Source: an optimization exercise on an open RTL-to-GDS flow (aim: small area). Production flows keep margins and buffers that such runs may drop. The RTL was checked by simulation tests, not by an equivalence proof against the original design. The flow treats the clock pin as an ideal source, which a real chip does not have. Power is estimated from default activity; no workload was simulated.

== yarrow ==
Design processor, start of the top module:
module processor(
    input clk, reset,
    output [31:0] pc,
    input [31:0] instruction,
    output write_enable,
    output [31:0] address_to_mem, data_to_mem,
    input [31:0] data_from_mem
);
Settings: LEC_CHECK=0, CAP_MARGIN=10, CORE_MARGIN=2, CORE_UTILIZATION=58, SETUP_SLACK_MARGIN=0.2, SLEW_MARGIN=10, SYNTH_HIERARCHICAL=1, SYNTH_MINIMUM_KEEP_SIZE=0; clock period 12.0 ns.
standard.sh (not shown) runs the stock make flow with config.mk's settings and CLKGATE_MAP_FILE= SYNTH_SCRIPT=/design/flow/synth_recipe.tcl, a recipe that flattens the netlist after the stock synthesis.
==> flow/flow/run.sh <==
#!/bin/bash
# Layout flow: the standard ORFS steps (standard.sh) with
#  - buf_1 port buffers,
#  - a clock tree of clkbuf_4 cells without dummy loads,
#  - high-fanout drivers upsized before placement-time repair (pre_gpl.tcl),
#  - clock buffers with slow flip-flop clock edges upsized after CTS (post_cts.tcl).
# Each tool's output goes to a log file in this folder.
set -e
here=$(pwd)
export BUFFER_PORTS_ARGS="-buffer_cell sky130_fd_sc_hd__buf_1"
export CTS_ARGS="-sink_clustering_enable -dont_use_dummy_load -buf_list {sky130_fd_sc_hd__clkbuf_4} -sink_clustering_size 8 -sink_clustering_max_diameter 50"
export PRE_GLOBAL_PLACE_TCL=$here/flow/pre_gpl.tcl
export POST_CTS_TCL=$here/flow/post_cts.tcl
bash standard.sh > standard.log 2>&1
==> flow/flow/post_cts.tcl <==
# After clock tree synthesis: give a clkbuf_8 to every clock buffer whose
# flip-flop clock pins see a slow edge, then re-legalize placement.
estimate_parasitics -placement
set limit 0.100
set fixed 0
foreach inst [[ord::get_db_block] getInsts] {
  set m [[$inst getMaster] getName]
  if {$m ne "sky130_fd_sc_hd__clkbuf_4"} continue
  set worst 0
  foreach it [$inst getITerms] {
    if {![$it isOutputSignal]} continue
    set net [$it getNet]
    foreach s [$net getITerms] {
      if {[$s isOutputSignal]} continue
      set pin [get_pins [$s getName]]
      set sl [get_property $pin slew_max]
      if {$sl > $worst} { set worst $sl }
    }
  }
  if {$worst > $limit} {
    replace_cell [$inst getName] sky130_fd_sc_hd__clkbuf_8
    incr fixed
  }
}
puts "post_cts_clk: upsized $fixed clock buffers"
if {$fixed > 0} {
  detailed_placement
  check_placement -verbose
  estimate_parasitics -placement
}
set mx 0
foreach pin [get_pins -hierarchical */CLK] {
  set s [get_property $pin slew_max]
  if {$s > $mx} { set mx $s }
}
puts "post_cts_clk: worst clock pin slew $mx"
Other scripts of this flow, unchanged in this note and not shown: flow/flow/pre_gpl.tcl
The final layout from yarrow, which completed every stage, passed the timing, design-rule and antenna checks at the end of the flow.
#### Input delta (raven over yarrow)
Settings: swapping 10 for 20 in CAP_MARGIN; swapping 10 for 20 in SLEW_MARGIN.
==> flow/flow/run.sh <==
#!/bin/bash
# Layout flow: the standard ORFS steps (standard.sh) with
#  - buf_1 port buffers,
#  - a clock tree of clkbuf_4 cells without dummy loads,
#  - high-fanout drivers upsized before placement-time repair (pre_gpl.tcl).
# Each tool's output goes to a log file in this folder.
set -e
here=$(pwd)
export BUFFER_PORTS_ARGS="-buffer_cell sky130_fd_sc_hd__buf_1"
export CTS_ARGS="-sink_clustering_enable -dont_use_dummy_load -buf_list {sky130_fd_sc_hd__clkbuf_4} -sink_clustering_size 8 -sink_clustering_max_diameter 50"
export PRE_GLOBAL_PLACE_TCL=$here/flow/pre_gpl.tcl
bash standard.sh > standard.log 2>&1
removed: flow/flow/post_cts.tcl
==> comparison <==
Looking at raven and yarrow, the multi-input logic area is a wash. [raven vs yarrow] setup slack: higher in raven. Per the comparison of raven with yarrow, total power flat, global-route usage decreased by 0.28 points relative to the old numbers. raven vs. yarrow: shortest clock period the worst path allows after layout lower, wire length stayed essentially flat. raven: PASS, flow complete, no timing, DRC or antenna violations. Between raven and yarrow, it is raven whose worst-case vdd ir drop is higher, by 8.8%. Count of plain and timing-repair buffers in the layout went up by a few percent going from yarrow to raven.

## what the ideal ports hide
Ports are ideal in the flow. The routed layouts listed here were re-timed in OpenROAD. Step 1 sets driving cells, clkbuf_16 on the clock port and buf_2 on the other inputs (assumed; they add their load-dependent delay and slew). Step 2 adds t to the input delays and takes it off the output delays; t is the mean of the earliest and latest rising clock arrival at the registers after step 1. Input paths then give back, and output paths get back, about the clock's delay inside the block. a / b / c = ideal / step 1 / step 2; a / b = the first two.
| run | t (ns) | slack for setup (ns) | worst setup path after step 2 | clock arrival spread, ns |
|---|---|---|---|---|
| yarrow | 0.919 | 0.398 / 0.376 / 0.376 | input to output | 0.191 / 0.191 |
| raven | 1.101 | 0.437 / 0.407 / 0.407 | input to output | 0.132 / 0.132 |
After both steps setup and hold are still met in every run listed. For raven, which loses most, drivers alone change the setup slack by -0.030 ns; drivers and shift together by -0.030 ns.
